Context: an optimization exercise on an open-source flow, tuned for a short achievable clock period and few clock cycles. The choices shown serve that exercise and are no tape-out recipe. Only simulation tests tie the RTL to the original design; equivalence was not proved. Power and IR drop assume default switching activity.

==> flow/design.v <==
module predecode(x, pd, oh1, oh2, ohd);
input  [31:0] x;
output [12:0] pd;
output [31:1] oh1, oh2, ohd;
wire [6:0] o = x[6:0];
wire [2:0] f = x[14:12];
wire nz    = (x[11:7] != 5'd0);
wire r     = (o == 7'b0110011);
wire i     = (o == 7'b0010011);
wire lw    = (o == 7'b0000011) && (f == 3'b010);
wire sw    = (o == 7'b0100011) && (f == 3'b010);
wire br    = (o == 7'b1100011) && (f == 3'b000 || f == 3'b001 || f == 3'b100 || f == 3'b101);
wire jal   = (o == 7'b1101111);
wire jalr  = (o == 7'b1100111) && (f == 3'b000);
wire lui   = (o == 7'b0110111);
wire auipc = (o == 7'b0010111);
wire r_ok  = r && ((x[31:25] == 7'h00) || (x[31:25] == 7'h20 && (f == 3'b000 || f == 3'b101)));
wire i_ok  = i && (f != 3'b011) && (f != 3'b001 || x[31:25] == 7'h00)
               && (f != 3'b101 || x[31:25] == 7'h00 || x[31:25] == 7'h20);
assign pd = {nz, r || sw || br, r || i || lw || sw || br || jalr,
             (r_ok || i_ok || jal || jalr || lui || auipc) && nz,
             auipc, lui, jalr, jal, br, sw, lw, i, r};
genvar n;
generate
for (n = 1; n < 32; n = n + 1) begin : oh
  assign oh1[n] = (x[19:15] == n);
  assign oh2[n] = (x[24:20] == n);
  assign ohd[n] = (x[11:7] == n);
end
endgenerate
endmodule
module f2_predict(reset, w, pc2, v2, hit2, pc_e, redirect, f2_jal, jt, pc_next);
input  [31:0] w, pc2, pc_e;
input         reset, v2, hit2, redirect;
output        f2_jal;
output [11:2] jt;             
output [31:0] pc_next;
wire [5:0] hi_up = pc2[11:6] + 6'd1;
wire [5:0] hi_dn = pc2[11:6] - 6'd1;
wire [4:0] js = {1'b0, pc2[5:2]} + {1'b0, w[25:22]};
wire [4:0] bs = {1'b0, pc2[5:2]} + {1'b0, w[25], w[11:9]};
wire [5:0] jh = w[31] ? (js[4] ? pc2[11:6] : hi_dn) : (js[4] ? hi_up : pc2[11:6]);
wire [5:0] bh = w[31] ? (bs[4] ? pc2[11:6] : hi_dn) : (bs[4] ? hi_up : pc2[11:6]);
wire [11:2] jt_j = {jh, js[3:0]};
wire [11:2] jt_b = {bh, bs[3:0]};
wire isj = (w[6:0] == 7'b1101111);
wire isb = (w[6:0] == 7'b1100011) && (w[31] || w[14:12] == 3'b001);
assign f2_jal  = v2 && !hit2 && (isj || isb);
wire   f2_take = f2_jal && !redirect && !reset;
assign jt = w[2] ? jt_j : jt_b;
assign pc_next = f2_take ? {pc2[31:12], jt, 2'b00} : pc_e;
endmodule
module main_proc(clock, reset, imem_addr, imem_rdata, dmem_addr, dmem_wdata, dmem_we, dmem_rdata);
input clock, reset;
output [31:0] imem_addr;
input  [31:0] imem_rdata;
output [31:0] dmem_addr;
output [31:0] dmem_wdata;
output        dmem_we;
input  [31:0] dmem_rdata;
reg [31:0] pc_f;             
reg [31:0] pc_o;             
reg        v2;               
reg [31:0] pc2;              
reg [31:0] np2;              
reg        hit2;             
wire [31:0] w = imem_rdata;
reg        vI;               
reg [31:0] ir, pcI, npI;
reg        hitI;             
reg [12:0] pd;               
reg [31:1] oh1, oh2, ohd;    
reg        vS;               
reg [31:0] irS, pcS, npS;
reg        hitS;
reg        vE;
reg [31:0] opA, opB, opBi;   
reg [31:0] pcE, npE, kE_res, brE_t, jalE_t, pc4E, immE_i, immE_ls;
reg [2:0]  f3E;
reg        altE, rE, lwE, swE, brE, jalE, jalrE, kE, wrE, nzE, hitE;
reg        okE_seq, okE_br, okE_jal;
reg [4:0]  rs1E, rdE;
reg [11:0] immE_lo;          
reg [31:1] ohdE;
reg        okE_jalr_pred;    
reg        ld1_v, ld2_v;     
reg [4:0]  ld1_rd, ld2_rd;
reg [31:1] ld1_oh, ld2_oh;
reg [31:0] dm_addr, dm_wdata;
reg        dm_we;
reg        sf_v;             
reg [4:0]  sf_rs1;
reg [11:0] sf_imm;
reg [31:0] sf_data;
reg  [31:0] alu_y;
wire        alu_sub = rE && altE;
wire [31:0] alu_sum = alu_sub ? (opA - opBi) : (opA + opBi);
wire        alu_lt  = $signed(opA) < $signed(opBi);
wire [31:0] alu_sra = $signed(opA) >>> opBi[4:0];
wire [31:0] alu_srl = opA >> opBi[4:0];
always @* begin
  case (f3E)
  3'b000: alu_y = alu_sum;
  3'b001: alu_y = opA << opBi[4:0];
  3'b010: alu_y = {31'd0, alu_lt};
  3'b100: alu_y = opA ^ opBi;
  3'b101: alu_y = altE ? alu_sra : alu_srl;
  3'b110: alu_y = opA | opBi;
  3'b111: alu_y = opA & opBi;
  default: alu_y = {31'd0, alu_lt};
  endcase
end
wire fwE  = lwE && sf_v && (rs1E == sf_rs1) && (immE_lo == sf_imm);    
wire e_wr = vE && (wrE || (fwE && nzE));
wire [31:0] res_e = kE ? kE_res : fwE ? sf_data : alu_y;
wire br_eq = (opA == opB);
wire br_lt = $signed(opA) < $signed(opB);
reg  taken;
always @* begin
  case (f3E)
  3'b000: taken = br_eq;
  3'b001: taken = !br_eq;
  3'b100: taken = br_lt;
  default: taken = !br_lt;
  endcase
end
wire br_tk = brE && taken;
wire [31:0] jalr_t = (opA + immE_i) & ~32'd1;
wire [31:0] ls_addr = opA + immE_ls;
wire redir_t  = vE && !okE_br;
wire ok_jalr  = (jalr_t == npE);
wire redir_n  = vE && (jalrE ? !ok_jalr : jalE ? !okE_jal : !okE_seq);
wire redirect = br_tk ? redir_t : redir_n;
wire jump     = jalE || br_tk;
wire [31:0] target = jalrE ? jalr_t : jalE ? jalE_t : br_tk ? brE_t : pc4E;
reg  [31:0] rf [1:31];
reg  [31:0] rf1, rf2;
integer j;
always @* begin
  rf1 = 32'd0; rf2 = 32'd0;
  for (j = 1; j < 32; j = j + 1) begin
    rf1 = rf1 | ({32{oh1[j]}} & rf[j]);
    rf2 = rf2 | ({32{oh2[j]}} & rf[j]);
  end
end
genvar gi;
generate
for (gi = 1; gi < 32; gi = gi + 1) begin : regs
  always @(posedge clock) begin
    if (e_wr && ohdE[gi]) rf[gi] <= res_e;
    else if (ld2_v && ld2_oh[gi]) rf[gi] <= dmem_rdata;
  end
end
endgenerate
wire [2:0] f3  = ir[14:12];
wire [4:0] rs1 = ir[19:15];
wire [4:0] rs2 = ir[24:20];
wire [4:0] rd  = ir[11:7];
wire d_r     = pd[0];
wire d_i     = pd[1];
wire d_lw    = pd[2];
wire d_sw    = pd[3];
wire d_br    = pd[4];
wire d_jal   = pd[5];
wire d_jalr  = pd[6];
wire d_lui   = pd[7];
wire d_auipc = pd[8];
wire wr_base = pd[9];        
wire use1    = pd[10];
wire use2    = pd[11];
wire rd_nz   = pd[12];
wire [31:0] imm_i = {{20{ir[31]}}, ir[31:20]};
wire [31:0] imm_s = {{20{ir[31]}}, ir[31:25], ir[11:7]};
wire [31:0] imm_b = {{19{ir[31]}}, ir[31], ir[7], ir[30:25], ir[11:8], 1'b0};
wire [31:0] imm_j = {{11{ir[31]}}, ir[31], ir[19:12], ir[20], ir[30:21], 1'b0};
wire [31:0] imm_u = {ir[31:12], 12'b0};
wire e1 = e_wr && (rdE == rs1);
wire e2 = e_wr && (rdE == rs2);
wire l1 = ld2_v && (ld2_rd == rs1);
wire l2 = ld2_v && (ld2_rd == rs2);
wire [31:0] fa_o = l1 ? dmem_rdata : rf1;
wire [31:0] fb_o = l2 ? dmem_rdata : rf2;
wire [31:0] fa = e1 ? res_e : fa_o;
wire [31:0] fb = e2 ? res_e : fb_o;
wire ldE = vE && lwE && !fwE && nzE;
wire hz  = (use1 && rs1 != 5'd0 && ((ldE && rdE == rs1) || (ld1_v && ld1_rd == rs1)))
        || (use2 && rs2 != 5'd0 && ((ldE && rdE == rs2) || (ld1_v && ld1_rd == rs2)));
wire go  = vI && !hz;        
wire [31:0] pc4   = pcI + 32'd4;
wire [31:0] br_t  = pcI + imm_b;
wire [31:0] jal_t = pcI + imm_j;
reg         tl_v, ta_v;
reg  [4:0]  tl_r, ta_r;
reg  [31:0] tl_val, ta_val;
reg         fpI, fpS;        
reg  [11:2] jtI, jtS;        
wire [31:0] jtD = {pcI[31:12], jtI, 2'b00};
wire [31:0] npD = fpI ? jtD : npI;    
wire        dm_l    = tl_v && (tl_r == rs1);
wire        dm_a    = ta_v && (ta_r == rs1);
wire [31:0] d_jt    = ((dm_l ? tl_val : ta_val) + imm_i) & ~32'd1;
wire        d_redir = go && d_jalr && !fpI && (dm_l || dm_a);    
wire        flush   = redirect || d_redir;   
localparam NB = 8;
reg          bt_v [0:NB-1];
reg  [9:0]   bt_tag [0:NB-1];
reg  [31:0]  bt_tgt [0:NB-1];
reg  [2:0]   bt_ptr;
reg          f_hit;
reg  [31:0]  f_tgt;
reg          e_hit;
reg  [2:0]   e_idx;
integer k;
always @* begin
  f_hit = 1'b0; f_tgt = 32'd0; e_hit = 1'b0; e_idx = 3'd0;
  for (k = 0; k < NB; k = k + 1) begin
    if (bt_v[k] && bt_tag[k] == pc_f[11:2]) begin f_hit = 1'b1; f_tgt = f_tgt | bt_tgt[k]; end
    if (bt_v[k] && bt_tag[k] == pcE[11:2]) begin e_hit = 1'b1; e_idx = k; end
  end
end
wire [31:0] f_next = f_hit ? f_tgt : (pc_f + 32'd4);
reg         bu_v, bu_hit;
reg  [2:0]  bu_idx;
reg  [9:0]  bu_tag;
reg  [31:0] bu_tgt;
wire [2:0]  bt_wi = bu_hit ? bu_idx : bt_ptr;
always @(posedge clock) begin
  bu_hit <= e_hit; bu_idx <= e_idx; bu_tag <= pcE[11:2]; bu_tgt <= target;
  if (reset) begin
    bu_v <= 1'b0;
    bt_ptr <= 3'd0;
    for (k = 0; k < NB; k = k + 1) bt_v[k] <= 1'b0;
  end else begin
    bu_v <= vE && jump && (redirect || !hitE);
    if (bu_v) begin
      bt_v[bt_wi] <= 1'b1;
      if (!bu_hit) bt_ptr <= bt_ptr + 3'd1;
    end
  end
  if (bu_v) begin bt_tag[bt_wi] <= bu_tag; bt_tgt[bt_wi] <= bu_tgt; end
end
wire [1:0] occ = {1'b0, vI} + {1'b0, vS} + {1'b0, v2} - {1'b0, go};
wire issue = (occ <= 2'd1);
wire [31:0] pc_keep = reset ? 32'd0 : d_redir ? d_jt : issue ? f_next : pc_f;
wire [31:0] e_tgt   = br_tk ? brE_t : jalrE ? jalr_t : jalE ? jalE_t : pc4E;
wire        e_take  = redirect && !reset;
wire        f2_jal;
wire [11:2] f2_jt;
wire [31:0] pc_next;
f2_predict FP(.reset(reset), .w(w), .pc2(pc2), .v2(v2), .hit2(hit2), .pc_e(pc_keep), .redirect(d_redir),
              .f2_jal(f2_jal), .jt(f2_jt), .pc_next(pc_next));
wire [12:0] nx_pd;
wire [31:1] nx_oh1, nx_oh2, nx_ohd;
predecode PDX(.x(vS ? irS : w), .pd(nx_pd), .oh1(nx_oh1), .oh2(nx_oh2), .ohd(nx_ohd));
always @(posedge clock) begin
  if (reset) begin
    v2 <= 1'b0; vI <= 1'b0; vS <= 1'b0; vE <= 1'b0;
    ld1_v <= 1'b0; ld2_v <= 1'b0; dm_we <= 1'b0; sf_v <= 1'b0;
    tl_v <= 1'b0; ta_v <= 1'b0;
  end else begin
    if (go) begin
      if ((d_jal || d_jalr) && rd_nz) tl_v <= 1'b1;
      else if ((wr_base || (d_lw && rd_nz)) && rd == tl_r) tl_v <= 1'b0;
      if (d_auipc && rd_nz) ta_v <= 1'b1;
      else if ((wr_base || (d_lw && rd_nz)) && rd == ta_r) ta_v <= 1'b0;
    end
    v2   <= issue && !flush && !f2_jal;
    if (vS) begin
      if (go) vS <= v2 && !flush;
      vI <= !flush;
    end else if (vI && !go) begin
      vS <= v2 && !flush;
      vI <= !redirect;
    end else begin
      vI <= v2 && !flush;
    end
    vE <= go && !redirect;
    dm_we <= vE && swE;
    ld1_v <= ldE;
    ld2_v <= ld1_v && !(e_wr && rdE == ld1_rd);
    if (vE && swE) sf_v <= 1'b1;
    else if (vE && (wrE || lwE) && rdE == sf_rs1) sf_v <= 1'b0;
  end
end
always @(posedge clock) begin
  pc_f <= e_take ? e_tgt : pc_next;    
  pc_o <= reset ? 32'd0 : e_take ? e_tgt : pc_next;
  pc2 <= pc_f;
  np2 <= f_next;
  hit2 <= f_hit;
  if (vS) begin
    if (go) begin
      ir <= irS; pcI <= pcS; npI <= npS; hitI <= hitS; fpI <= fpS; jtI <= jtS;
      pd <= nx_pd; oh1 <= nx_oh1; oh2 <= nx_oh2; ohd <= nx_ohd;
      irS <= w; pcS <= pc2; npS <= np2; hitS <= hit2; fpS <= f2_jal; jtS <= f2_jt;
    end
  end else if (vI && !go) begin
    irS <= w; pcS <= pc2; npS <= np2; hitS <= hit2; fpS <= f2_jal; jtS <= f2_jt;
  end else begin
    ir <= w; pcI <= pc2; npI <= np2; hitI <= hit2; fpI <= f2_jal; jtI <= f2_jt;
    pd <= nx_pd; oh1 <= nx_oh1; oh2 <= nx_oh2; ohd <= nx_ohd;
  end
  if (go && (d_jal || d_jalr)) begin tl_r <= rd; tl_val <= pc4; end
  if (go && d_auipc) begin ta_r <= rd; ta_val <= pcI + imm_u; end
  opA <= fa; opB <= fb; opBi <= (d_r && e2) ? res_e : d_r ? fb_o : imm_i;    
  pcE <= pcI; npE <= d_redir ? d_jt : npD; hitE <= hitI;
  kE_res <= d_lui ? imm_u : d_auipc ? (pcI + imm_u) : pc4;
  kE <= d_lui || d_auipc || d_jal || d_jalr;
  brE_t <= br_t; jalE_t <= jal_t; pc4E <= pc4;
  immE_i <= imm_i; immE_ls <= d_sw ? imm_s : imm_i; immE_lo <= ir[31:20];
  f3E <= f3; altE <= ir[30];
  rE <= d_r; lwE <= d_lw; swE <= d_sw; brE <= d_br; jalE <= d_jal; jalrE <= d_jalr;
  wrE <= wr_base; nzE <= rd_nz;
  okE_seq <= fpI ? (pc4 == jtD) : (pc4 == npI);
  okE_br  <= fpI ? (br_t == jtD) : (br_t == npI);
  okE_jal <= fpI ? (jal_t == jtD) : (jal_t == npI);
  rs1E <= rs1; rdE <= rd; ohdE <= ohd;
  dm_addr  <= (vE && (swE || lwE)) ? ls_addr : 32'd0;
  dm_wdata <= (vE && swE) ? opB : 32'd0;
  if (vE && swE) begin sf_rs1 <= rs1E; sf_imm <= {immE_ls[11:5], immE_ls[4:0]}; sf_data <= opB; end
  ld1_rd <= rdE;  ld1_oh <= ohdE;
  ld2_rd <= ld1_rd; ld2_oh <= ld1_oh;
end
assign imem_addr  = pc_o;
assign dmem_addr  = dm_addr;
assign dmem_wdata = dm_wdata;
assign dmem_we    = dm_we;
endmodule
==> flow/flow/run.sh <==
#!/bin/bash
# The standard ORFS layout (the standard.sh; the standard synthesis is unchanged) with:
#  - repair_timing aiming for more setup slack than the 23 ns constraint alone asks for,
#  - port buffers made with buf_4 rather than the delay cell buffer_ports picks by default,
#  - resizing free to change a cell's footprint.
# All output goes to standard_flow.log in the work folder (ORFS's own logs are under orfs/logs).
set -euo pipefail
bash standard.sh \
  SETUP_SLACK_MARGIN=16.8 TNS_END_PERCENT=50 MATCH_CELL_FOOTPRINT=0 \
  "BUFFER_PORTS_ARGS=-buffer_cell sky130_fd_sc_hd__buf_4" \
  finish > standard_flow.log 2>&1
==> flow/standard.sh <==
#!/bin/bash
# synth_recipe.tcl (not shown) runs the flow's synth.tcl, then flattens the netlist and writes it again
# the make line also repeats each setting of config.mk as NAME=value (left out here)
make -C /OpenROAD-flow-scripts/flow DESIGN_CONFIG=/design/flow/config.mk WORK_HOME=/design/flow/orfs CLKGATE_MAP_FILE= SYNTH_SCRIPT=/design/flow/synth_recipe.tcl "${@:-finish}"
==> flow/config.mk <==
export PLATFORM = sky130hd
export DESIGN_NAME = main_proc
export DESIGN_NICKNAME = main_proc
export VERILOG_FILES = /design/flow/design.v
export SDC_FILE = /design/flow/constraint.sdc
export NUM_CORES = 4
export LEC_CHECK = 0
export ABC_CLOCK_PERIOD_IN_PS = 100
export CAP_MARGIN = 20
export CELL_PAD_IN_SITES_DETAIL_PLACEMENT = 1
export CELL_PAD_IN_SITES_GLOBAL_PLACEMENT = 1
export CORE_MARGIN = 2
export CORE_UTILIZATION = 30
export PLACE_DENSITY = 0.45
export SLEW_MARGIN = 20
export SYNTH_HIERARCHICAL = 1
==> flow/constraint.sdc <==
create_clock -name core_clock -period 23.0 [get_ports {clock}]
set_input_delay 4.6000 -clock core_clock [delete_from_list [all_inputs] [get_ports {clock}]]
set_output_delay 4.6000 -clock core_clock [all_outputs]
set_load 0.01 [all_outputs]
==> results of run 1 <==
[metal layers]
metal | vias to the layer above | wire length (um)
met4 | 48 | 40870
met3 | 1866 | 81530
li1 | 43980 | -
met2 | 7770 | 311400
met5 | - | 310
met1 | 57560 | 326400
[worst min path at each step]
stage | slack [ns] | to | cells after the start | start
finish | 0.32 | ld2_oh[1] | 0 | ld1_oh[1]
global route | 0.32 | ld2_oh[23] | 0 | ld1_oh[23]
CTS | 0.32 | ld2_oh[1] | 0 | ld1_oh[1]
detailed placement | 0.31 | ld2_oh[13] | 0 | ld1_oh[13]
global placement | 0.31 | ld2_oh[20] | 0 | ld1_oh[20]
floorplan | 0.31 | ld2_oh[10] | 0 | ld1_oh[10]
[power breakdown]
part	switching (uW)	internal (uW)	total, uW
Clock	2110	2830	4940
Combinational	1800	735	2540
Sequential	244	4930	5170
[area by class of cell]
| cell class | count | area (sq um) | share of cell area (%) |
|---|---|---|---|
| diodes | 75 | 187.7 | 0.1315 |
| clock buffers | 414 | 8527 | 5.975 |
| clock inverters | 144 | 1410 | 0.9880 |
| inverters | 226 | 848.3 | 0.5944 |
| multi-input cells | 8292 | 53870 | 37.74 |
| flip-flops and latches | 2436 | 66480 | 46.58 |
| well taps | 5474 | 6849 | 4.799 |
| repair buffers | 571 | 4546 | 3.185 |
[worst reg2reg max path: stages (launching register included)]
cell and delay (ns):
dfxtp_1 0.31, buf_4 0.31, xor2_1 0.13, nor4_1 0.42
nand3_1 0.20, nor4_2 0.24, buf_4 0.32, a21oi_1 0.17
nor2_4 0.64, buf_6 0.60, nand2_2 0.84, nand2_4 0.72
buf_4 0.81
[through the flow]
step / area [sq um] / std cells / hold WS, ns / util [%]
4_1_cts: 142400 / 17550 / 0.3177 / 34.54
3_3_place_gp: 132200 / 16980 / 0.3105 / 32.08
3_5_place_dp: 132300 / 16980 / 0.3132 / 32.10
5_1_grt: 142600 / 17580 / 0.3222 / 34.59
2_1_floorplan: 124000 / 11950 / 0.3096 / -
6_report: 142700 / 17630 / 0.3169 / 34.62
[repair_timing]
action / CTS / global route
pin swaps: 4 / 1
endpoints found under the setup margin: 106 / 101
buffers inserted: 8 / 3
gates resized for setup: 20 / 11
gates cloned: 2 / 0
==> results.sh, run 1 <==
export IMPL_status="timing/DRC/antenna clean"
export IMPL_cp_depth=8
export IMPL_tightest_slew_ns=1.360
export IMPL_pre_cts_ws_ns=15.85
export IMPL_drv_cap=0
export IMPL_wl_per_cell_um=43.13
export IMPL_p_per_area_nw_per_um2=88.61
export IMPL_dp_hpwl_mm=482.3
export IMPL_cp_common_cell="buf_4"
export IMPL_ir_drop_mv=0.05871
export IMPL_r2r_cells=12
export IMPL_cts_buffer_depth=4
export IMPL_nNetsFinal=12170
export IMPL_worstSetupPathType="in2reg"
export IMPL_initial_utilization_pct=30.08
export IMPL_syn_num_nets=12290
export IMPL_placementRows=236
export IMPL_drive_gt1_share_pct=13.39
export IMPL_crit_chain="buf_4 > nor3b_1 > o31ai_1 > nor2_2 > buf_4 > mux2_2 > mux2_1 > and2_1"
export IMPL_gp_congestion=0.9340
export IMPL_dieArea_sq_um=418500
export IMPL_largest_register="rf"
export IMPL_cp_max_fo=29
export IMPL_grt_max_degree=155
export IMPL_crit_slowest_cell="nor3b_1"
export IMPL_path_buf_inv=2
export IMPL_vias=111200
export IMPL_critPathCaptureType="flip-flop"
export IMPL_r2r_start="immE_i[11]"
export IMPL_final_common_cell="nand2_1"
export IMPL_cp_endpoint="pc_o[4]"
export IMPL_firstDrtPassIters=7
export IMPL_cts_max_level=5
export IMPL_grt_first_pass_wirelength_mm=1001
export IMPL_synth_area_sq_um=124000
export IMPL_track_usage_pct=35.22
export IMPL_cp_start_kind="input port"
export IMPL_use_met3_pct=9.238
export IMPL_finalHoldViolations=0
export IMPL_power_uw=12650
export IMPL_numPortBuffers=162
export IMPL_yosysWarningCount=8
export IMPL_slowest_delay_ns=0.63
export IMPL_largest_reg_flops=992
export IMPL_grt_setup_unrepaired="true"
export IMPL_cts_sinks=2436
export IMPL_busiest_layer="met2"
export IMPL_drc=0
export IMPL_use_met2_pct=50.09
export IMPL_clkTransAtPathRegs_ns=0.06
export IMPL_grt_antenna_before_repair=107
export IMPL_r2r_slack_ns=16.83
export IMPL_drt_iter0_markers=17850
export IMPL_reg_top3="rf: 992 flops, bt_tgt: 256 flops, bt_tag: 80 flops"
export IMPL_period_minus_slack_ns=6.256
export IMPL_core_area_sq_um=412200
export IMPL_finalWorstSetupSlack_ns=16.74
export IMPL_fp_dieH_um=646.9
export IMPL_via_per_inst=6.308
export IMPL_hold_buffers=0
export IMPL_startpoint="imem_rdata[13]"
export IMPL_ant_nets=0
export IMPL_hp_class="reg2reg"
export IMPL_finalCritPeriodShare_pct=27.20
export IMPL_final_cell_mix="nand2_1, edfxtp_1, o21ai_0, dfxtp_1, nor2_1"
export IMPL_finalSetupViolations=0
export IMPL_critPathArrivalTime_ns=7.08
export IMPL_io_pins=163
export IMPL_cpLargestDelayFamily="simple AND/OR/NAND/NOR gates"
export IMPL_r2r_end="rf[31][30]"
export IMPL_cts_tree="yes"
export IMPL_die_width_um=646.9
export IMPL_timing_fmax_mhz=159.9
export IMPL_cts_made_buffers=306
export IMPL_postSynthCellCount=11950
export IMPL_grt_pass1_vias=106500
export IMPL_leakage_uw=0.05305
export IMPL_syn2layout_area_growth_pct=15.10
export IMPL_required_ns=23.83
export IMPL_skew_ns=0.08830
export IMPL_gr_usage_met1_pct=49.24
export IMPL_fill_cells=45240
export IMPL_root_buffer="clkbuf_16"
export IMPL_relSlewSlack_pct=9.334
export IMPL_grt_ovfl_total=0
export IMPL_syn_avg_cell_area_sq_um=10.38
export IMPL_slew_violations=0
export IMPL_setup_tns_ns=0
export IMPL_insertion_delay_ns=0.97
export IMPL_wirelength_mm=760.5
Testbench counts, summed over its fixed seeds: cycles 33,471.
==> run 2, diff against run 1 <==
--- a/flow/design.v
+++ b/flow/design.v
@@ -78,2 +78,3 @@
 reg [31:0] pcE, npE, kE_res, brE_t, jalE_t, pc4E, immE_i, immE_ls;
+reg [31:0] negE_i;           
 reg [2:0]  f3E;
@@ -201,3 +202,13 @@
 wire [31:0] d_jt    = ((dm_l ? tl_val : ta_val) + imm_i) & ~32'd1;
-wire        d_redir = go && d_jalr && !fpI && (dm_l || dm_a);    
+wire        d_jr    = go && d_jalr && !fpI && (dm_l || dm_a);
+wire d_ok_seq = fpI ? (pc4 == jtD) : (pc4 == npI);
+wire d_ok_br  = fpI ? (br_t == jtD) : (br_t == npI);
+wire d_ok_jal = fpI ? (jal_t == jtD) : (jal_t == npI);
+wire e_addi   = wrE && !rE && !kE && (f3E == 3'b000);
+wire e_zero   = (opA == negE_i);
+wire d_zloop  = !f3[2] && (rs2 == 5'd0) && e1 && e_addi;
+wire d_taken  = e_zero ^ f3[0];
+wire d_brr    = go && d_br && d_zloop && (d_taken ? !d_ok_br : !d_ok_seq);
+wire        d_redir = d_jr || d_brr;         
+wire [31:0] d_tgt   = d_jalr ? d_jt : d_taken ? br_t : pc4;
 wire        flush   = redirect || d_redir;   
@@ -243,3 +254,3 @@
 wire issue = (occ <= 2'd1);
-wire [31:0] pc_keep = reset ? 32'd0 : d_redir ? d_jt : issue ? f_next : pc_f;
+wire [31:0] pc_keep = reset ? 32'd0 : d_redir ? d_tgt : issue ? f_next : pc_f;
 wire [31:0] e_tgt   = br_tk ? brE_t : jalrE ? jalr_t : jalE ? jalE_t : pc4E;
@@ -305,3 +316,3 @@
   opA <= fa; opB <= fb; opBi <= (d_r && e2) ? res_e : d_r ? fb_o : imm_i;    
-  pcE <= pcI; npE <= d_redir ? d_jt : npD; hitE <= hitI;
+  pcE <= pcI; npE <= d_redir ? d_tgt : npD; hitE <= hitI;
   kE_res <= d_lui ? imm_u : d_auipc ? (pcI + imm_u) : pc4;
@@ -309,3 +320,3 @@
   brE_t <= br_t; jalE_t <= jal_t; pc4E <= pc4;
-  immE_i <= imm_i; immE_ls <= d_sw ? imm_s : imm_i; immE_lo <= ir[31:20];
+  immE_i <= imm_i; negE_i <= 32'd0 - imm_i; immE_ls <= d_sw ? imm_s : imm_i; immE_lo <= ir[31:20];
   f3E <= f3; altE <= ir[30];
@@ -313,5 +324,5 @@
   wrE <= wr_base; nzE <= rd_nz;
-  okE_seq <= fpI ? (pc4 == jtD) : (pc4 == npI);
-  okE_br  <= fpI ? (br_t == jtD) : (br_t == npI);
-  okE_jal <= fpI ? (jal_t == jtD) : (jal_t == npI);
+  okE_seq <= d_brr || d_ok_seq;       
+  okE_br  <= d_brr || d_ok_br;
+  okE_jal <= d_ok_jal;
   rs1E <= rs1; rdE <= rd; ohdE <= ohd;
--- a/flow/flow/run.sh
+++ b/flow/flow/run.sh
@@ -4,3 +4,5 @@
 #  - port buffers made with buf_4 rather than the delay cell buffer_ports picks by default,
-#  - resizing free to change a cell's footprint.
+#  - resizing free to change a cell's footprint,
+#  - after global placement, the flip-flops that drive output ports get the strongest
+#    drive of their cell type (flow/upsize_out_flops.tcl).
 # All output goes to standard_flow.log in the work folder (ORFS's own logs are under orfs/logs).
@@ -10,2 +12,3 @@
   "BUFFER_PORTS_ARGS=-buffer_cell sky130_fd_sc_hd__buf_4" \
+  "POST_GLOBAL_PLACE_TCL=$(pwd)/flow/upsize_out_flops.tcl" \
   finish > standard_flow.log 2>&1
==> flow/flow/upsize_out_flops.tcl (new file) <==
# Run after global placement (POST_GLOBAL_PLACE hook): give the flip-flops that
# drive the output ports (imem_addr, dmem_addr, dmem_wdata, dmem_we) the
# strongest drive of their cell type. Same cell type, same register; only the
# drive strength changes. Detailed placement legalizes afterwards.
set db [ord::get_db]
set block [[$db getChip] getBlock]
set strong [$db findMaster sky130_fd_sc_hd__dfxtp_4]
set n 0
foreach inst [$block getInsts] {
  set name [$inst getName]
  if {[regexp {^(pc_o|dm_addr|dm_wdata|dm_we)(\\\[|\$)} $name]} {
    if {[[$inst getMaster] getName] eq "sky130_fd_sc_hd__dfxtp_1"} {
      $inst swapMaster $strong
      incr n
    }
  }
}
puts "upsize_out_flops: $n flip-flops set to dfxtp_4"
==> run 2 against run 1 <==
  * Sequential power rose by 2%
  * Largest cell class unchanged
  * Die area up 1.3%
  * Total power up 4.6%
  * Via count fell by 2.6%
  * Register-to-register slack better by 0.05 ns
  * Routed wire length shrank 1.1%
  * Clock skew shrank 0.015 ns
  * Area after synthesis increased by 1.3%
  * Sequential share of layout area fell by 0.37 points
  * Global-route usage is 0.89 points lower
  * Clock power decreased by 2%
==> results.sh, run 2 <==
export IMPL_ant_nets=0
export IMPL_postSynthCellCount=11490
export IMPL_final_cell_mix="edfxtp_1, nand2_1, o21ai_0, buf_4, dfxtp_1"
export IMPL_crit_chain="clkbuf_16 > ha_1 > a21o_1 > a211o_1 > a2111o_1 > a21oi_1 > o21ai_0 > a31oi_1 > o21ai_1 > nor4_2 > nand4_1 > a21boi_4 > inv_2 > nor2_1 > or4b_1 > nor2_2 > buf_12 > mux2_2 > mux2_2 > and2_1"
export IMPL_drive_gt1_share_pct=17.65
export IMPL_power_uw=13220
export IMPL_r2r_slack_ns=16.88
export IMPL_grt_antenna_before_repair=85
export IMPL_drt_iter0_markers=15430
export IMPL_drv_cap=0
export IMPL_root_buffer="clkbuf_16"
export IMPL_fp_dieH_um=651.2
export IMPL_dieArea_sq_um=424000
export IMPL_cp_start_kind="flip-flop"
export IMPL_track_usage_pct=34.32
export IMPL_worstSetupPathType="reg2reg"
export IMPL_fin_hold_ws_ns=0.2739
export IMPL_largest_register="rf"
export IMPL_slowest_delay_ns=0.50
export IMPL_setup_tns_ns=0
export IMPL_finalCritPeriodShare_pct=26.59
export IMPL_numPortBuffers=162
export IMPL_initial_utilization_pct=30.14
export IMPL_placementRows=237
export IMPL_finalHoldViolations=0
export IMPL_via_per_inst=6.278
export IMPL_finalWorstSetupSlack_ns=16.88
export IMPL_core_area_sq_um=416900
export IMPL_wirelength_mm=752.4
export IMPL_final_common_cell="edfxtp_1"
export IMPL_hp_class="reg2reg"
export IMPL_place_area_sq_um=134500
export IMPL_period_minus_slack_ns=6.116
export IMPL_critPathArrivalTime_ns=6.94
export IMPL_finalSetupViolations=0
export IMPL_largest_reg_flops=992
export IMPL_required_ns=23.82
export IMPL_drc=0
export IMPL_grt_max_degree=137
export IMPL_yosysWarningCount=8
export IMPL_wl_per_cell_um=43.62
export IMPL_grt_ovfl_total=0
export IMPL_grt_pass1_vias=106500
export IMPL_synth_area_sq_um=125700
export IMPL_insertion_delay_ns=1.00
export IMPL_timing_fmax_mhz=163.5
export IMPL_status="timing/DRC/antenna clean"
export IMPL_pre_cts_ws_ns=15.87
export IMPL_cts_tree="yes"
export IMPL_syn_num_nets=11830
export IMPL_slew_violations=0
export IMPL_clkTransAtPathRegs_ns=0.06
export IMPL_fill_cells=44890
export IMPL_cts_max_level=5
export IMPL_final_design_area_no_fill_sq_um=145100
export IMPL_firstDrtPassIters=12
export IMPL_crit_slowest_cell="or4b_1"
export IMPL_syn2layout_area_growth_pct=15.49
export IMPL_cts_buffer_depth=4
export IMPL_cts_made_buffers=306
export IMPL_skew_ns=0.07291
export IMPL_die_width_um=651.2
export IMPL_leakage_uw=0.05240
export IMPL_nNetsFinal=11770
export IMPL_cp_common_cell="mux2_2"
export IMPL_relSlewSlack_pct=14.94
export IMPL_p_per_area_nw_per_um2=91.12
export IMPL_cp_max_fo=30
export IMPL_vias=108300
export IMPL_dp_hpwl_mm=493.3
export IMPL_grt_first_pass_wirelength_mm=995.0
export IMPL_ir_drop_mv=0.07292
export IMPL_critPathCaptureType="flip-flop"
export IMPL_cts_sinks=2448
export IMPL_reg_top3="rf: 992 flops, bt_tgt: 256 flops, bt_tag: 80 flops"
export IMPL_hold_buffers=0
export IMPL_tightest_slew_ns=1.276
export IMPL_io_pins=163
export IMPL_syn_avg_cell_area_sq_um=10.94
export IMPL_grt_setup_unrepaired="false"
## run 2: cell types whose count changed in the layout (fill, tap and decap cells not counted), sizes merged, moves of 38 or more
cell / delta
a211oi: +38
a21oi: -41
a22oi: -55
buf: +38
mux2: +225
mux2i: +73
nand2: -1000
o21ai: +172
xnor2: +44
xor2: -45
## run 2: where the power goes
part	switching [uW]	leakage, uW	total, uW	internal (uW)
sequential	288	0.0221	5280	4990
combinational	2170	0.0256	3080	916
clock	2080	0.00474	4860	2780
## run 2: worst max-delay path, delay by kind of cell, from the launching register on
kind / cells / cell delay [ns]
AOI/OAI and AO/OA: 8 / 2.26
and+or+nand+nor: 6 / 1.51
muxes: 2 / 0.63
buffers and inverters: 3 / 0.60
adders and majority gates: 1 / 0.49
DFF: 1 / 0.43
## run 2: what timing repair did
item	CTS	global route
pin swaps	4	12
cloned	1	0
resized for setup	56	48
setup endpoints to repair	69	276
buffers inserted	23	13
## run 2: layout make-up
| type | instances | area [sq um] | share of cell area [%] |
|---|---|---|---|
| sequential | 2448 | 67070 | 46.21 |
| multi-input combinational | 7856 | 55800 | 38.45 |
| clock buffer | 425 | 8542 | 5.886 |
| tap | 5497 | 6878 | 4.739 |
| timing repair buffer | 613 | 4726 | 3.256 |
| clock inverter | 127 | 1132 | 0.7803 |
| inverter | 208 | 784.5 | 0.5406 |
| antenna | 76 | 190.2 | 0.1310 |
## run 2: per-layer routing
layer,global-route usage (%),part of all wire [%],vias up,wire (um)
li1,-,-,43530,-
met1,44.79,41,56620,307900
met2,53.41,45,6433,335100
met3,6.840,8.3,1683,62420
met4,18.53,6.2,36,46760
met5,0.09055,0.037,-,281
## run 2: stage by stage
step / utilization [%] / instances
2_1_floorplan: - / 11490
3_3_place_gp: 32.16 / 16580
3_5_place_dp: 32.26 / 16590
4_1_cts: 34.68 / 17160
5_1_grt: 34.79 / 17210
6_report: 34.81 / 17250
## run 2: path summary, 6_finish.rpt
path | from | depth (start not counted) | to
min reg2reg | ld1_oh[25] | 0 | ld2_oh[25]
max | ir[31] | 20 | pc_o[2]
min | ld1_oh[25] | 0 | ld2_oh[25]
max reg2reg | ir[31] | 20 | pc_o[2]
Testbench counts of run 2, summed over its fixed seeds: cycles 32,913.
==> run 3, diff against run 2 <==
--- a/flow/design.v
+++ b/flow/design.v
@@ -210,3 +210,3 @@
 wire d_taken  = e_zero ^ f3[0];
-wire d_brr    = go && d_br && d_zloop && (d_taken ? !d_ok_br : !d_ok_seq);
+wire d_brr    = go && d_br && d_zloop && (d_taken ^ (fpI || hitI));
 wire        d_redir = d_jr || d_brr;         
@@ -254,3 +254,4 @@
 wire issue = (occ <= 2'd1);
-wire [31:0] pc_keep = reset ? 32'd0 : d_redir ? d_tgt : issue ? f_next : pc_f;
+wire [31:0] pc_keep = reset ? 32'd0 : issue ? f_next : pc_f;
+wire        d_take  = d_redir && !reset;
 wire [31:0] e_tgt   = br_tk ? brE_t : jalrE ? jalr_t : jalE ? jalE_t : pc4E;
@@ -260,3 +261,3 @@
 wire [31:0] pc_next;
-f2_predict FP(.reset(reset), .w(w), .pc2(pc2), .v2(v2), .hit2(hit2), .pc_e(pc_keep), .redirect(d_redir),
+f2_predict FP(.reset(reset), .w(w), .pc2(pc2), .v2(v2), .hit2(hit2), .pc_e(pc_keep), .redirect(1'b0),
               .f2_jal(f2_jal), .jt(f2_jt), .pc_next(pc_next));
@@ -296,4 +297,4 @@
 always @(posedge clock) begin
-  pc_f <= e_take ? e_tgt : pc_next;    
-  pc_o <= reset ? 32'd0 : e_take ? e_tgt : pc_next;
+  pc_f <= e_take ? e_tgt : d_take ? d_tgt : pc_next;    
+  pc_o <= reset ? 32'd0 : e_take ? e_tgt : d_take ? d_tgt : pc_next;
   pc2 <= pc_f;
==> run 3 against run 2 <==
  * First-iteration DRC count increased by 11%
  * Worst hold slack got worse by 0.014 ns
  * Sequential share of layout area is essentially flat
  * Die area is essentially flat
  * Register-to-register slack worse by 0.10 ns
  * Via count up 1.6%
  * Still clean
  * Design area about the same
  * Highest routed layer unchanged
  * Area after synthesis up 0.10%
  * Worst setup slack got worse by 0.10 ns
  * Non-clock buffer count increased by 2
  * Cell count up 0.83%
  * Largest power group unchanged
  * Global-route usage down 0.16 points
==> results.sh, run 3 <==
export IMPL_timing_fmax_mhz=160.8
export IMPL_status="timing/DRC/antenna clean"
export IMPL_vias=110000
export IMPL_place_area_sq_um=134700
export IMPL_crit_chain="xnor2_1 > nand4_1 > nor2_4 > buf_12 > mux2_2 > ha_1 > and3_1 > nand4_1 > or3_1 > a31oi_1 > o2111ai_1 > a211oi_2 > o21ai_0 > and4b_1 > nor3_1 > o31a_1 > o31ai_1"
export IMPL_grt_max_degree=81
export IMPL_wl_per_cell_um=43.24
export IMPL_r2r_slack_ns=16.78
export IMPL_hp_class="reg2reg"
export IMPL_synth_area_sq_um=125800
export IMPL_pwr_share_clk_pct=38.2
export IMPL_required_ns=23.83
export IMPL_drive_gt1_share_pct=17.09
export IMPL_via_per_inst=6.324
export IMPL_cpLargestDelayFamily="simple AND/OR/NAND/NOR gates"
export IMPL_slowest_delay_ns=0.72
export IMPL_hold_buffers=0
export IMPL_power_uw=13010
export IMPL_crit_slowest_cell="edfxtp_1"
export IMPL_cp_start_kind="flip-flop"
export IMPL_clkTransAtPathRegs_ns=0.06
export IMPL_drv_cap=0
export IMPL_busiest_layer="met2"
export IMPL_relSlewSlack_pct=4.135
export IMPL_ir_drop_mv=0.05331
export IMPL_setup_tns_ns=0
export IMPL_cts_tree="yes"
export IMPL_cp_endpoint="pc_o[29]"
export IMPL_min_from="ld1_oh[2]"
export IMPL_core_area_sq_um=416900
export IMPL_initial_utilization_pct=30.17
export IMPL_cts_sinks=2448
export IMPL_worstSetupPathType="reg2reg"
export IMPL_cts_made_buffers=306
export IMPL_gr_usage_met1_pct=46.37
export IMPL_syn_num_nets=11950
export IMPL_r2r_cells=17
export IMPL_leakage_uw=0.05268
export IMPL_cp_depth=17
export IMPL_path_buf_inv=1
export IMPL_numPortBuffers=162
export IMPL_grt_first_pass_wirelength_mm=992.6
export IMPL_grt_setup_unrepaired="true"
export IMPL_cts_max_level=5
export IMPL_post_route_util_pct=34.83
export IMPL_period_minus_slack_ns=6.219
export IMPL_reg_top3="rf: 992 flops, bt_tgt: 256 flops, bt_tag: 80 flops"
export IMPL_ant_nets=0
export IMPL_cp_common_cell="nand4_1"
export IMPL_cts_buffer_depth=4
export IMPL_finalSetupViolations=0
export IMPL_r2r_start="ir[18]"
export IMPL_use_met2_pct=51.79
export IMPL_drt_iter0_markers=17090
export IMPL_p_int_uw=8631
export IMPL_firstDrtPassIters=15
export IMPL_critPathArrivalTime_ns=7.05
export IMPL_fp_dieH_um=651.5
export IMPL_grt_antenna_before_repair=87
export IMPL_final_design_area_no_fill_sq_um=145200
export IMPL_finalHoldViolations=0
export IMPL_track_usage_pct=34.17
export IMPL_use_met3_pct=6.525
export IMPL_grt_ovfl_total=0
export IMPL_grt_pass1_vias=105900
export IMPL_syn_avg_cell_area_sq_um=10.84
export IMPL_p_per_area_nw_per_um2=89.61
export IMPL_io_pins=163
export IMPL_insertion_delay_ns=1.01
export IMPL_largest_reg_flops=992
export IMPL_startpoint="ir[18]"
export IMPL_largest_register="rf"
export IMPL_critPathCaptureType="flip-flop"
export IMPL_syn2layout_area_growth_pct=15.44
export IMPL_final_common_cell="edfxtp_1"
export IMPL_p_switching_uw=4380
export IMPL_final_cell_mix="edfxtp_1, nand2_1, o21ai_0, buf_4, nor2_1"
export IMPL_slew_violations=0
export IMPL_cp_max_fo=9
export IMPL_postSynthCellCount=11610
export IMPL_tightest_slew_ns=1.438
export IMPL_nNetsFinal=11890
export IMPL_yosysWarningCount=8
export IMPL_seq_power_share_pct=40.0
export IMPL_p_sw_share_pct=33.66
export IMPL_finalCritPeriodShare_pct=27.04
export IMPL_placementRows=237
export IMPL_dp_hpwl_mm=488.6
export IMPL_drc=0
export IMPL_wirelength_mm=752.1
export IMPL_pwr_share_comb_pct=21.9
export IMPL_skew_ns=0.07735
export IMPL_dieArea_sq_um=424500
export IMPL_die_width_um=651.5
export IMPL_root_buffer="clkbuf_16"
export IMPL_fin_hold_ws_ns=0.2602
export IMPL_r2r_end="pc_o[29]"
run 3: cell count changes in the layout (fill, tap and decap cells not counted), sizes merged, moves of 30 or more:
cell    previous run  this run
a21oi            365       427
a221oi           407       356
a22o             400       365
a22oi            292       370
and2              62        32
and3             113        48
inv              216       247
nand2           1283      1337
o31ai             25        72
run 3: power groups by stage:
stage          sequential (uW)  combinational (uW)  clock [uW]
3_5_place_dp              5290                2740           0
4_1_cts                   5200                2750        5020
3_3_place_gp              5290                2720           0
6_report                  5200                2850        4970
2_1_floorplan             5170                1460           0
5_1_grt                   5210                2930        5180
run 3: cell type report:
cell class / count / area, sq um
Sequential cell: 2448 / 67060
Antenna cell: 101 / 252.7
Tap cell: 5497 / 6878
Clock buffer: 403 / 8407
Inverter: 231 / 867.1
Timing Repair Buffer: 615 / 4732
Multi-Input combinational cell: 7945 / 55450
Clock inverter: 153 / 1555
Fill cell: 45240 / 271700
run 3: metal layers:
metal / vias to the layer above / part of all wire [%]
li1: 43860 / -
met1: 57530 / 42
met2: 6895 / 43
met3: 1675 / 9.0
met4: 38 / 5.9
met5: - / 0.044
run 3: worst min-delay path by stage:
stage / slack (ns) / cells after the start / endpoint
6_report: 0.26 / 0 / ld2_oh[2]
5_1_grt: 0.31 / 0 / ld2_oh[2]
4_1_cts: 0.30 / 0 / ld2_oh[2]
3_5_place_dp: 0.31 / 0 / ld2_oh[23]
3_3_place_gp: 0.31 / 0 / ld2_oh[18]
2_1_floorplan: 0.31 / 0 / ld2_oh[10]
run 3: through the flow:
stage	std cells	setup slack (ns)
after CTS	17280	16.65
after global placement	16720	15.68
final	17390	16.78
after floorplan	11610	16.25
after detailed placement	16720	15.70
after global routing	17360	16.78
run 3: what timing repair did:
action	4_1_cts	5_1_grt
resized for setup	6	22
hold endpoints to repair	0	0
pin swaps	0	3
setup endpoints to repair	110	140
setup buffers	0	10
Testbench counts of run 3, summed over its fixed seeds: cycles 32,913.
==> run 4, diff against run 3 <==
--- a/flow/design.v
+++ b/flow/design.v
@@ -201,3 +201,5 @@
 wire        dm_a    = ta_v && (ta_r == rs1);
-wire [31:0] d_jt    = ((dm_l ? tl_val : ta_val) + imm_i) & ~32'd1;
+wire [31:0] d_jt_l  = (tl_val + imm_i) & ~32'd1;
+wire [31:0] d_jt_a  = (ta_val + imm_i) & ~32'd1;
+wire [31:0] d_jt    = dm_l ? d_jt_l : d_jt_a;
 wire        d_jr    = go && d_jalr && !fpI && (dm_l || dm_a);
==> run 4 against run 3 <==
  * Now fails the layout checks on capacitance limit, slew limit
  * Cell count about the same
  * Sequential share of layout area increased by 0.21 points
  * Non-clock buffer count shrank 12
  * Flip-flop and latch count unchanged
  * Global-route usage fell by 0.41 points
  * Highest routed layer unchanged
  * Register-to-register slack improved by 0.13 ns
  * First-iteration DRC count decreased by 7.2%
  * Clock power is 1% lower
  * Via count decreased by 0.42%
==> results.sh, run 4 <==
export IMPL_hold_end="ld2_oh[27]"
export IMPL_fp_dieH_um=650.7
export IMPL_largest_register="rf"
export IMPL_cp_max_fo=8
export IMPL_violatedChecks="capacitance limit, slew limit"
export IMPL_drc=0
export IMPL_grt_first_pass_wirelength_mm=984.5
export IMPL_syn2layout_area_growth_pct=15.21
export IMPL_via_per_inst=6.300
export IMPL_cts_tree="yes"
export IMPL_finalHoldViolations=0
export IMPL_critPathCaptureType="flip-flop"
export IMPL_grt_antenna_before_repair=77
export IMPL_reg_top3="rf: 992 flops, bt_tgt: 256 flops, bt_tag: 80 flops"
export IMPL_period_minus_slack_ns=6.249
export IMPL_wl_per_cell_um=42.72
export IMPL_clkTransAtPathRegs_ns=0.06
export IMPL_cts_max_level=5
export IMPL_required_ns=23.86
export IMPL_p_per_area_nw_per_um2=87.49
export IMPL_postSynthCellCount=11710
export IMPL_finalSetupViolations=0
export IMPL_timing_fmax_mhz=160.0
export IMPL_grt_pass1_vias=107200
export IMPL_slew_violations=3
export IMPL_io_pins=163
export IMPL_core_area_sq_um=416600
export IMPL_dieArea_sq_um=423400
export IMPL_yosysWarningCount=8
export IMPL_relSlewSlack_pct=-23.74
export IMPL_status="complete, but fails checks"
export IMPL_root_buffer="clkbuf_16"
export IMPL_grt_max_degree=157
export IMPL_fin_cells=17390
export IMPL_wirelength_mm=742.8
export IMPL_setup_tns_ns=0
export IMPL_cts_sinks=2448
export IMPL_placementRows=237
export IMPL_min_from="ld1_oh[27]"
export IMPL_nNetsFinal=11940
export IMPL_r2r_start="opA[14]"
export IMPL_place_area_sq_um=134200
export IMPL_grt_setup_unrepaired="true"
export IMPL_r2r_end="pc_o[3]"
export IMPL_drt_iter0_markers=15850
export IMPL_r2r_slack_ns=16.91
export IMPL_insertion_delay_ns=0.99
export IMPL_dp_hpwl_mm=474.9
export IMPL_die_width_um=650.7
export IMPL_drive_gt1_share_pct=15.72
export IMPL_final_design_area_no_fill_sq_um=144600
export IMPL_critPathArrivalTime_ns=7.11
export IMPL_largest_reg_flops=992
export IMPL_cp_start_kind="input port"
export IMPL_synth_area_sq_um=125500
export IMPL_syn_num_nets=12050
export IMPL_firstDrtPassIters=10
export IMPL_cts_buffer_depth=4
export IMPL_drv_cap=1
export IMPL_final_common_cell="edfxtp_1"
export IMPL_grt_ovfl_total=0
export IMPL_syn_avg_cell_area_sq_um=10.71
export IMPL_leakage_uw=0.05259
export IMPL_vias=109500
export IMPL_cts_made_buffers=306
export IMPL_r2r_cells=15
export IMPL_finalCritPeriodShare_pct=27.17
export IMPL_final_cell_mix="edfxtp_1, nand2_1, o21ai_0, nor2_1, buf_4"
export IMPL_initial_utilization_pct=30.11
export IMPL_hp_class="reg2reg"
export IMPL_power_uw=12650
export IMPL_ir_drop_mv=0.06705
export IMPL_worstSetupPathType="in2reg"
export IMPL_numPortBuffers=162
export IMPL_dp_cells=16760
export IMPL_tightest_slew_ns=1.837
export IMPL_track_usage_pct=33.76
export IMPL_skew_ns=0.09643
export IMPL_ant_nets=0
export IMPL_worstHoldPathCells=0
export IMPL_post_route_util_pct=34.70
-- run 4: per-stage QoR --
stage	setup WS (ns)	hold slack [ns]
5_1_grt	16.65	0.3122
3_3_place_gp	15.35	0.3111
3_5_place_dp	15.26	0.3132
6_report	16.75	0.2623
4_1_cts	16.76	0.3130
2_1_floorplan	16.54	0.3096
-- run 4: area by class of cell --
class | instances | area [sq um]
fill | 45040 | 272100
sequential | 2448 | 67060
multi-input combinational | 7986 | 54930
clock buffer | 408 | 8496
tap | 5497 | 6878
timing repair buffer | 603 | 4788
clock inverter | 155 | 1354
inverter | 254 | 957.2
antenna | 36 | 90.09
-- run 4: worst max-delay path by stage --
stage / start / end / slack [ns] / depth (start not counted)
after global routing: imem_rdata[9] / pc_o[10] / 16.65 / 12
after global placement: imem_rdata[13] / pc_f[5] / 15.35 / 8
after detailed placement: imem_rdata[2] / pc_f[5] / 15.26 / 8
after floorplan: imem_rdata[22] / pc_o[10] / 16.54 / 11
final: imem_rdata[9] / pc_o[10] / 16.75 / 12
after CTS: opBi[4] / opBi[29] / 16.76 / 15
-- run 4: layer usage --
metal	share of wire [%]	vias to the layer above	wire, um	global-route usage [%]
li1	-	43990	-	-
met1	42	57080	313500	45.99
met2	43	6750	317900	50.85
met3	9.1	1706	67820	7.102
met4	5.9	20	43510	16.24
met5	0.018	-	131	0
-- run 4: power breakdown --
group | total, uW | leakage [uW] | internal [uW] | switching (uW)
logic | 2600 | 0.0257 | 745 | 1860
registers | 5150 | 0.0221 | 4940 | 206
clock network | 4900 | 0.00482 | 2800 | 2100
-- run 4: repair_timing --
item / 4_1_cts / 5_1_grt
gates cloned: 0 / 1
pin swaps: 0 / 4
setup buffers: 4 / 16
resized for setup: 10 / 12
setup endpoints to repair: 51 / 215
hold buffers: 0 / 0
-- run 4: critical path, stage by stage --
cell,delay [ns]
buf_4,0.12
ha_1,0.20
inv_1,0.09
fa_1,0.23
nor2b_1,0.08
o22ai_1,0.57
nand4_1,0.27
a211o_1,0.33
nand3_1,0.11
a21oi_1,0.09
and2_1,0.19
a211oi_1,0.23
Testbench counts of run 4, summed over its fixed seeds: cycles 32,913.

-- port drivers added, routing unchanged --
The results above use ideal ports. As a check the final layouts listed here were re-extracted and re-timed, cells and wires unchanged.
Step 1, drivers: a clkbuf_16 drives clock and a buf_2 each remaining input, both assumed.
Step 2 also shifts input and output timing later by t, the mid clock arrival at the registers, as if the neighbouring blocks saw the same clock.
a / b / c = no drivers / after step 1 / after step 2; a / b = the first two.
| run | shift t [ns] | setup slack, ns | worst setup path at the end | latest minus earliest clock arrival (ns) |
|---|---|---|---|---|
| run 1 | 1.051 | 16.744 / 16.681 / 15.792 | input to register | 0.089 / 0.090 |
| run 2 | 1.083 | 16.884 / 16.779 / 15.911 | input to register | 0.086 / 0.086 |
| run 3 | 1.067 | 16.781 / 16.781 / 15.808 | input to register | 0.080 / 0.079 |
| run 4 | 1.065 | 16.751 / 16.749 / 15.779 | input to register | 0.099 / 0.099 |
